Background: an optimization exercise with open tools, aiming at small area. Do not read the settings as production practice. Function was checked by simulation only, so behaviour that the tests miss may differ from the original.

==> inputs of trial 14 <==
==> flow/design.v (excerpt) <==
module eth_crc32_gen (
  input         clk,
  input         rst_n,
  input         data_vld,
  input         data_eop,
  input         data_sop,
  input  [63:0] data_in,
  input  [2:0]  data_be,
  output [31:0] crc_out,
  output reg    crc_vld
);
  reg  [31:0] crc_n;
  wire [31:0] crc_d_n;
  wire [7:0]  sel;      
  wire        nsop;
  cg_dec u_dec (.be(data_be), .sop(data_sop), .sel(sel), .nsop(nsop));
  wire [63:0] y;
  wire [31:0] sd;       
  assign y[63:32] = data_in[63:32];
  genvar g;
  generate for (g = 0; g < 32; g = g + 1) begin : sg
    cg_nd2 un (.a(crc_n[g]), .b(nsop), .y(sd[g]));
    cg_x2 ux (.a(data_in[g]), .b(sd[g]), .y(y[g]));
  end endgenerate
  wire [63:0] xs;
  generate for (g = 0; g < 8; g = g + 1) begin : lg
    cg_nd2 ul0_0 (.a(sel[0]), .b(y[0+g]), .y(xs[0+g]));
    cg_a22o ul1_0 (.a1(sel[0]), .a2(y[8+g]), .b1(sel[1]), .b2(y[0+g]), .y(xs[8+g]));
    cg_a222oi ul2_0 (.a1(sel[0]), .a2(y[16+g]), .b1(sel[1]), .b2(y[8+g]), .c1(sel[2]), .c2(y[0+g]), .y(xs[16+g]));
  ...
export LEC_CHECK = 0
export CAP_MARGIN = 20
export CORE_MARGIN = 2
export CORE_UTILIZATION = 40
export CTS_BUF_LIST = sky130_fd_sc_hd__clkbuf_8
export SETUP_SLACK_MARGIN = 0.4
export SLEW_MARGIN = 20
export SYNTH_HIERARCHICAL = 1
export SYNTH_MINIMUM_KEEP_SIZE = 0
create_clock -name core_clock -period 9.0 [get_ports {clk}]
standard.sh (not shown) runs the stock make flow with config.mk's settings and CLKGATE_MAP_FILE= SYNTH_SCRIPT=/design/flow/synth_recipe.tcl, a recipe that flattens the netlist after the stock synthesis.
==> flow/flow/run.sh <==
#!/bin/bash
# The standard layout, except that the port buffers are plain buf_1 cells
# (buffer_ports otherwise picks clkdlybuf4s50_1, which is 2.7x larger).
# Every port still gets its own buffer. All output goes to standard.log.
set -euo pipefail
export BUFFER_PORTS_ARGS="-buffer_cell sky130_fd_sc_hd__buf_1"
bash standard.sh > standard.log 2>&1
==> trial 23 (differences from trial 14) <==
--- a/flow/config.mk
+++ b/flow/config.mk
@@ -10,3 +10,2 @@
 export CORE_UTILIZATION = 40
-export CTS_BUF_LIST = sky130_fd_sc_hd__clkbuf_8
 export SETUP_SLACK_MARGIN = 0.4
==> notes <==
In critical path depth, trial 23 and trial 14 do not differ.
In die area, trial 23 and trial 14 do not differ.
Synthesized cell count is the same in trial 14 and trial 23.
Trial 14 passed the timing, design-rule and antenna checks. Trial 23 completed without violations.
Worst hold slack: trial 23 is worse than trial 14 (0.0054 ns).
Area after synthesis is the same in trial 14 and trial 23.
Clock skew: trial 14 is higher than trial 23 (0.0063 ns).
In count of clock-buffer cells in the layout, trial 23 and trial 14 do not differ.
==> figures <==
quantity	trial 23	trial 14
Status	no timing/DRC/antenna violations	no timing/DRC/antenna violations
Max-Slew Margin vs Limit	36.41%	37.87%
Total detailed-routing wirelength	26920 µm	26900 µm
Arrival time at the worst endpoint	6.91 ns	6.86 ns
Met3 Resource Use GR	5.285%	5.202%
Slew at the pin with the worst max-slew slack	0.9507 ns	0.9290 ns
Post-route cell area	0.007273 mm²	0.007217 mm²
First-pass detailed-route iteration total	12	10
Total met3 wirelength after detailed routing	2349 µm	2412 µm
Wire length of the first global-routing pass	38380 µm	38450 µm

* * *

==> try-yarrow: inputs <==
Another version of the RTL of eth_crc32_gen (not shown whole).
export LEC_CHECK = 0
export CAP_MARGIN = 20
export CORE_MARGIN = 2
export CORE_UTILIZATION = 80
export SETUP_SLACK_MARGIN = 0.4
export SLEW_MARGIN = 20
export SYNTH_HIERARCHICAL = 1
export SYNTH_MINIMUM_KEEP_SIZE = 0
create_clock -name core_clock -period 9.0 [get_ports {clk}]
==> flow/flow/run.sh <==
#!/bin/bash
# The standard layout, except:
#  - the port buffers are plain buf_1 cells (buffer_ports otherwise picks
#    clkdlybuf4s50_1, 2.7x larger); every port still gets its own buffer;
#  - clock tree: clkbuf_8 buffers and no dummy loads.
# All output goes to standard.log (ORFS's own logs are under orfs/logs).
set -euo pipefail
export BUFFER_PORTS_ARGS="-buffer_cell sky130_fd_sc_hd__buf_1"
export CTS_ARGS="-sink_clustering_enable -repair_clock_nets -dont_use_dummy_load -buf_list sky130_fd_sc_hd__clkbuf_8"
bash standard.sh > standard.log 2>&1
==> inputs of try-delta, as changes to try-yarrow <==
- CORE_UTILIZATION: 80 -> 72
==> run summary <==
metric                                                                     try-yarrow       try-delta
Outcome                                                                finished clean  finished clean
DR pass1 iterations                                                                23              19
Levels on crit path                                                                15              17
R2r startpoint                                                               crc_n[3]       crc_n[19]
Final clock skew                                                           0.01970 ns      0.02935 ns
Routed length on met1                                                         8197 um         8298 um
Weighted congestion at the end of routability-driven global placement           1.307           1.335
Number of signal-net buffers in the layout                                        111             110
Peak Freq                                                                   131.5 MHz       150.9 MHz
Fraction of cell area in non-clock buffers                                    0.06481         0.06375
Largest net degree at the start of global routing                                  57              65
Met2 WL post-DR                                                              10400 um         9983 um
Hold Path Origin                                                             crc_n[1]        crc_n[4]
Routing usage on met1                                                          0.6549          0.6148
Final min period                                                             7.604 ns        6.625 ns
Max transition margin                                                          0.2082          0.2218
Worst hold path endpoint                                                     crc_n[0]       crc_n[21]
Site row count                                                                     32              33

* * *

==> run H: inputs <==
==> flow/design.v <==
module eth_crc32_gen (
  input         clk,
  input         rst_n,
  input         data_vld,
  input         data_eop,
  input         data_sop,
  input  [63:0] data_in,
  input  [2:0]  data_be,
  output [31:0] crc_out,
  output reg    crc_vld
);
  reg  [31:0] crc_n;      
  wire [31:0] seed = ~(crc_n & {32{~data_sop}});
  wire [63:0] y = data_in ^ {32'd0, seed};
  reg [63:0] x;
  integer i, jj;
  wire [2:0] sh = 3'd0 - data_be;
  always @(*) begin
    x = 64'd0;
    for (i = 0; i < 8; i = i + 1)
      for (jj = 0; jj <= i; jj = jj + 1)
        if (sh == jj) x[8*i +: 8] = y[8*(i-jj) +: 8];
  end
  reg  [31:0] tail;
  always @(*) begin
    case (data_be)
      3'd1: tail = {8'd0, seed[31:8]};
      3'd2: tail = {16'd0, seed[31:16]};
      3'd3: tail = {24'd0, seed[31:24]};
      default: tail = 32'd0;
    endcase
  end
  wire [31:0] crc_d;
  wire t64 = x[3] ^ x[13];
  wire t65 = x[11] ^ x[12];
  wire t66 = x[19] ^ x[39];
  wire t67 = x[5] ^ x[32];
  wire t68 = x[6] ^ x[16];
  wire t69 = x[4] ^ x[9];
  wire t70 = x[7] ^ x[36];
  wire t71 = x[8] ^ x[37];
  wire t72 = x[10] ^ x[56];
  wire t73 = x[27] ^ x[54];
  wire t74 = x[30] ^ x[55];
  wire t75 = x[47] ^ t64;
  wire t76 = x[31] ^ x[61];
  wire t77 = x[35] ^ x[38];
  wire t78 = x[34] ^ x[58];
  wire t79 = x[1] ^ x[14];
  wire t80 = x[51] ^ t66;
  wire t81 = x[2] ^ x[15];
  wire t82 = x[17] ^ x[63];
  wire t83 = x[41] ^ t65;
  wire t84 = x[50] ^ x[62];
  wire t85 = x[25] ^ x[45];
  wire t86 = x[60] ^ t69;
  wire t87 = x[23] ^ x[43];
  wire t88 = x[20] ^ x[40];
  wire t89 = x[22] ^ x[59];
  wire t90 = x[26] ^ x[53];
  wire t91 = x[24] ^ x[44];
  wire t92 = x[0] ^ x[57];
  wire t93 = x[49] ^ t67;
  wire t94 = x[46] ^ t70;
  wire t95 = x[48] ^ t74;
  wire t96 = x[33] ^ x[42];
  wire t97 = x[21] ^ t83;
  wire t98 = x[52] ^ t88;
  wire t99 = t68 ^ t77;
  wire t100 = t73 ^ t93;
  wire t101 = x[18] ^ x[29];
  wire t102 = x[63] ^ t71;
  wire t103 = x[12] ^ t87;
  wire t104 = x[34] ^ t81;
  wire t105 = t72 ^ t76;
  wire t106 = x[21] ^ t91;
  wire t107 = x[28] ^ x[35];
  wire t108 = x[18] ^ x[38];
  wire t109 = t82 ^ t84;
  wire t110 = t86 ^ t95;
  wire t111 = x[32] ^ t79;
  wire t112 = x[11] ^ t85;
  wire t113 = x[13] ^ t92;
  wire t114 = t100 ^ t102;
  wire t115 = x[0] ^ t107;
  wire t116 = x[16] ^ x[25];
  wire t117 = x[7] ^ t78;
  wire t118 = x[31] ^ x[59];
  wire t119 = x[3] ^ t98;
  wire t120 = t80 ^ t101;
  wire t121 = x[30] ^ t80;
  wire t122 = x[61] ^ t96;
  wire t123 = x[60] ^ t97;
  wire t124 = x[2] ^ t113;
  wire t125 = x[14] ^ x[39];
  wire t126 = t94 ^ t109;
  wire t127 = x[45] ^ x[54];
  wire t128 = x[35] ^ x[42];
  wire t129 = x[44] ^ x[46];
  wire t130 = t90 ^ t94;
  wire t131 = x[62] ^ t64;
  wire t132 = x[5] ^ x[39];
  wire t133 = x[24] ^ t65;
  wire t134 = t86 ^ t89;
  wire t135 = x[43] ^ x[57];
  wire t136 = x[8] ^ t75;
  wire t137 = t72 ^ t79;
  wire t138 = x[26] ^ x[28];
  wire t139 = x[29] ^ t73;
  wire t140 = x[52] ^ t116;
  wire t141 = x[15] ^ t68;
  wire t142 = x[20] ^ t103;
  wire t143 = x[10] ^ t78;
  wire t144 = x[54] ^ t92;
  wire t145 = x[55] ^ t117;
  wire t146 = x[17] ^ x[37];
  wire t147 = t99 ^ t123;
  wire t148 = x[4] ^ x[33];
  wire t149 = t87 ^ t108;
  wire t150 = x[47] ^ t114;
  wire t151 = x[57] ^ t105;
  wire t152 = t70 ^ t146;
  wire t153 = x[40] ^ t71;
  wire t154 = t89 ^ t133;
  wire t155 = t85 ^ t148;
  wire t156 = x[45] ^ t136;
  wire t157 = t80 ^ t141;
  wire t158 = x[37] ^ x[50];
  wire t159 = t111 ^ t135;
  wire t160 = t115 ^ t118;
  wire t161 = x[56] ^ t145;
  wire t162 = t75 ^ t140;
  wire t163 = x[28] ^ x[34];
  wire t164 = x[23] ^ t130;
  wire t165 = t93 ^ t151;
  wire t166 = t82 ^ t101;
  wire t167 = t105 ^ t110;
  wire t168 = x[1] ^ x[36];
  wire t169 = t100 ^ t108;
  wire t170 = x[52] ^ x[60];
  wire t171 = t88 ^ t132;
  wire t172 = x[36] ^ x[41];
  wire t173 = x[6] ^ x[23];
  wire t174 = t81 ^ t106;
  wire t175 = t111 ^ t143;
  wire t176 = x[7] ^ t129;
  wire t177 = t98 ^ t131;
  wire t178 = x[58] ^ t127;
  wire t179 = t90 ^ t128;
  wire t180 = x[42] ^ t147;
  wire t181 = x[19] ^ t176;
  wire t182 = x[9] ^ t161;
  wire t183 = x[15] ^ x[48];
  wire t184 = x[61] ^ t170;
  wire t185 = t112 ^ t169;
  wire t186 = x[48] ^ t69;
  wire t187 = t75 ^ t77;
  wire t188 = x[46] ^ t74;
  wire t189 = t126 ^ t186;
  wire t190 = t66 ^ t134;
  wire t191 = x[43] ^ x[59];
  wire t192 = x[58] ^ t84;
  wire t193 = t95 ^ t184;
  wire t194 = t70 ^ t137;
  wire t195 = t104 ^ t181;
  wire t196 = x[2] ^ x[28];
  wire t197 = x[22] ^ t79;
  wire t198 = t75 ^ t106;
  wire t199 = t67 ^ t193;
  wire t200 = t104 ^ t120;
  wire t201 = t138 ^ t150;
  wire t202 = x[32] ^ x[51];
  wire t203 = t97 ^ t160;
  wire t204 = t67 ^ t144;
  wire t205 = x[13] ^ t183;
  wire t206 = x[24] ^ t76;
  wire t207 = t139 ^ t154;
  wire t208 = t81 ^ t96;
  wire t209 = t89 ^ t149;
  wire t210 = x[17] ^ t119;
  wire t211 = x[5] ^ t121;
  wire t212 = x[4] ^ x[29];
  wire t213 = t82 ^ t157;
  wire t214 = x[22] ^ t180;
  wire t215 = t122 ^ t124;
  wire t216 = x[1] ^ x[20];
  wire t217 = t90 ^ t166;
  wire t218 = x[62] ^ t142;
  assign crc_d[0] = x[11] ^ x[33] ^ x[36] ^ t66 ^ t69 ^ t73 ^ t95 ^ t99 ^ t175 ^ t210 ^ tail[0];
  assign crc_d[1] = x[18] ^ x[49] ^ x[53] ^ x[55] ^ t72 ^ t104 ^ t148 ^ t152 ^ t171 ^ t203 ^ tail[1];
  assign crc_d[2] = x[19] ^ x[34] ^ x[50] ^ x[56] ^ t64 ^ t101 ^ t153 ^ t168 ^ t204 ^ t214 ^ tail[2];
  assign crc_d[3] = x[6] ^ x[41] ^ x[58] ^ t69 ^ t74 ^ t77 ^ t80 ^ t142 ^ t152 ^ t197 ^ t215 ^ tail[3];
  assign crc_d[4] = x[0] ^ x[42] ^ t71 ^ t78 ^ t118 ^ t132 ^ t149 ^ t174 ^ t177 ^ t194 ^ tail[4];
  assign crc_d[5] = x[3] ^ x[40] ^ x[41] ^ x[53] ^ t99 ^ t102 ^ t112 ^ t159 ^ t174 ^ t190 ^ tail[5];
  assign crc_d[6] = x[26] ^ x[27] ^ t83 ^ t85 ^ t128 ^ t173 ^ t195 ^ t197 ^ t199 ^ tail[6];
  assign crc_d[7] = x[27] ^ x[49] ^ x[56] ^ t68 ^ t115 ^ t130 ^ t156 ^ t206 ^ t208 ^ t218 ^ tail[7];
  assign crc_d[8] = t71 ^ t116 ^ t139 ^ t159 ^ t163 ^ t189 ^ t198 ^ tail[8];
  assign crc_d[9] = x[22] ^ x[44] ^ t68 ^ t112 ^ t119 ^ t168 ^ t200 ^ t201 ^ tail[9];
  assign crc_d[10] = x[29] ^ x[39] ^ t97 ^ t127 ^ t158 ^ t164 ^ t175 ^ t196 ^ tail[10];
  assign crc_d[11] = x[51] ^ t153 ^ t187 ^ t188 ^ t207 ^ t208 ^ tail[11];
  assign crc_d[12] = x[31] ^ x[38] ^ x[56] ^ t103 ^ t110 ^ t125 ^ t162 ^ t163 ^ t172 ^ tail[12];
  assign crc_d[13] = x[40] ^ t91 ^ t125 ^ t146 ^ t165 ^ t179 ^ t205 ^ t212 ^ tail[13];
  assign crc_d[14] = x[14] ^ x[30] ^ x[33] ^ x[40] ^ t135 ^ t141 ^ t172 ^ t185 ^ t192 ^ tail[14];
  assign crc_d[15] = x[12] ^ x[41] ^ t96 ^ t118 ^ t129 ^ t138 ^ t145 ^ t158 ^ t213 ^ tail[15];
  assign crc_d[16] = x[6] ^ x[11] ^ t96 ^ t110 ^ t120 ^ t136 ^ t178 ^ t191 ^ t194 ^ tail[16];
  assign crc_d[17] = x[5] ^ x[14] ^ x[49] ^ t65 ^ t71 ^ t92 ^ t98 ^ t167 ^ t191 ^ t195 ^ tail[17];
  assign crc_d[18] = x[9] ^ x[15] ^ x[44] ^ x[53] ^ t147 ^ t156 ^ t165 ^ t192 ^ t216 ^ tail[18];
  assign crc_d[19] = x[10] ^ x[21] ^ t65 ^ t68 ^ t89 ^ t125 ^ t178 ^ t189 ^ t202 ^ t215 ^ tail[19];
  assign crc_d[20] = x[18] ^ t94 ^ t99 ^ t121 ^ t134 ^ t150 ^ t205 ^ t218 ^ tail[20];
  assign crc_d[21] = x[1] ^ x[4] ^ x[11] ^ x[23] ^ x[30] ^ x[50] ^ x[60] ^ t76 ^ t114 ^ t115 ^ t117 ^ t198 ^ tail[21];
  assign crc_d[22] = x[8] ^ x[16] ^ t76 ^ t84 ^ t85 ^ t143 ^ t196 ^ t207 ^ t210 ^ t211 ^ tail[22];
  assign crc_d[23] = x[25] ^ t86 ^ t173 ^ t177 ^ t188 ^ t202 ^ t203 ^ t217 ^ tail[23];
  assign crc_d[24] = x[48] ^ t75 ^ t171 ^ t182 ^ t206 ^ t214 ^ t217 ^ tail[24];
  assign crc_d[25] = x[8] ^ x[49] ^ x[57] ^ t97 ^ t122 ^ t131 ^ t140 ^ t182 ^ t209 ^ t216 ^ tail[25];
  assign crc_d[26] = x[8] ^ x[14] ^ t72 ^ t78 ^ t103 ^ t106 ^ t109 ^ t124 ^ t179 ^ t190 ^ tail[26];
  assign crc_d[27] = x[34] ^ t91 ^ t113 ^ t155 ^ t199 ^ t209 ^ t213 ^ tail[27];
  assign crc_d[28] = x[3] ^ x[62] ^ t91 ^ t164 ^ t167 ^ t185 ^ tail[28];
  assign crc_d[29] = x[6] ^ x[46] ^ x[55] ^ t66 ^ t84 ^ t133 ^ t151 ^ t155 ^ t201 ^ tail[29];
  assign crc_d[30] = x[12] ^ x[26] ^ t107 ^ t126 ^ t137 ^ t144 ^ t162 ^ t211 ^ t212 ^ tail[30];
  assign crc_d[31] = x[9] ^ x[10] ^ x[16] ^ x[31] ^ x[33] ^ t90 ^ t102 ^ t187 ^ t200 ^ t204 ^ tail[31];
  always @(posedge clk) begin
    crc_n   <= ~crc_d;
    crc_vld <= rst_n & data_vld & data_eop;
  end
  assign crc_out = crc_n;
endmodule
==> flow/run.sh <==
#!/bin/bash
# synth_recipe.tcl (not shown) runs the flow's synth.tcl, then flattens the netlist and writes it again
# the make line also repeats each setting of config.mk as NAME=value (left out here)
make -C /OpenROAD-flow-scripts/flow DESIGN_CONFIG=/design/flow/config.mk WORK_HOME=/design/flow/orfs CLKGATE_MAP_FILE= SYNTH_SCRIPT=/design/flow/synth_recipe.tcl finish
==> flow/config.mk <==
export PLATFORM = sky130hd
export DESIGN_NAME = eth_crc32_gen
export DESIGN_NICKNAME = eth_crc32_gen
export VERILOG_FILES = /design/flow/design.v
export SDC_FILE = /design/flow/constraint.sdc
export NUM_CORES = 4
export LEC_CHECK = 0
export CAP_MARGIN = 20
export CORE_MARGIN = 2
export CORE_UTILIZATION = 40
export SETUP_SLACK_MARGIN = 0.4
export SLEW_MARGIN = 20
==> flow/constraint.sdc <==
create_clock -name core_clock -period 9.0 [get_ports {clk}]
set_input_delay 1.8000 -clock core_clock [delete_from_list [all_inputs] [get_ports {clk}]]
set_output_delay 1.8000 -clock core_clock [all_outputs]
set_load 0.01 [all_outputs]
==> inputs of run G, as changes to run H <==
==> flow/flow/run.sh (new file) <==
#!/bin/bash
# Standard layout, with plain buf_1 cells as the port buffers.
cp standard.sh synth_recipe.tcl config.mk out/ 2>/dev/null
export BUFFER_PORTS_ARGS="-buffer_cell sky130_fd_sc_hd__buf_1"
bash standard.sh > standard.log 2>&1
==> flow/standard.sh (new file) <==
#!/bin/bash
# synth_recipe.tcl (not shown) runs the flow's synth.tcl, then flattens the netlist and writes it again
# the make line also repeats each setting of config.mk as NAME=value (left out here)
make -C /OpenROAD-flow-scripts/flow DESIGN_CONFIG=/design/flow/config.mk WORK_HOME=/design/flow/orfs CLKGATE_MAP_FILE= SYNTH_SCRIPT=/design/flow/synth_recipe.tcl "${@:-finish}"
removed: flow/run.sh
==> qor.yml <==
layout:
  seq_share_pct: 6.817
  stdcell_count: 1317
  fill_cells: 2016
critical_path:
  r2r_setup_slack_ns: 4.49
  crit_cells: 12
  cp_slowest_cell: "a2bb2oi_1"
run_status:
  outcome: "complete, no violations"
timing:
  fin_skew_ns: 0.009632
  holdWs_ns: 1.043
  max_freq_mhz: 148.1
global_route:
  gr-usage-all-layers_pct: 36.99
placed_design:
  gp_congestion: 1.055
  placed_area_um2: 9548
(the above is from run H)
==> qor.yml <==
yosys:
  synth_enable_flop_cells: 0
critical_path:
  crit_cells: 10
  r2r_setup_slack_ns: 4.63
timing:
  holdWs_ns: 0.9257
  fin_skew_ns: 0.01230
placed_design:
  gp_congestion: 1.068
  placed_area_um2: 8886
routing:
  remaining_drc_errors: 0
  wl_met3_um: 5157
layout:
  largest_reg_flops: 32
  fill_cells: 2076
  stdcell_count: 1314
run_status:
  outcome: "complete, no violations"
global_route:
  grt_pass1_wl_um: 54370
(the above is from run G)

port drivers added, routing unchanged:
In the flow no input, the clock included, has a driving cell. The finished layouts below were timed again as built, in two steps. Step 1 (the two cells are an assumption about what drives the block):
set clk [get_ports {clk}]
set_driving_cell -lib_cell sky130_fd_sc_hd__clkbuf_16 $clk
set_driving_cell -lib_cell sky130_fd_sc_hd__buf_2 [delete_from_list [all_inputs] $clk]
Step 2, shift: input delay + t, output delay - t, t = (earliest + latest rising clock arrival at the registers) / 2. This alone moves slack from input paths to output paths. Slacks: no drivers / after step 1 / after step 2; pairs: no drivers / after step 1.
| run | t (ns) | slack for setup (ns) | pins driven straight from the clock port |
|---|---|---|---|
| trial 14 | 0.352 | 2.403 / 2.417 / 2.064 | 1 |
| trial 23 | 0.333 | 2.322 / 2.337 / 2.004 | 1 |
| try-yarrow | 0.329 | 1.396 / 1.410 / 1.081 | 1 |
| try-delta | 0.324 | 2.375 / 2.383 / 2.060 | 1 |
| run H | 0.326 | 2.248 / 2.263 / 1.938 | 1 |
| run G | 0.319 | 2.499 / 2.513 / 2.194 | 1 |
After both steps every run listed still meets setup and hold. The setup slack of trial 14, which loses most, moves by +0.014 ns with the drivers and by -0.339 ns with both steps.
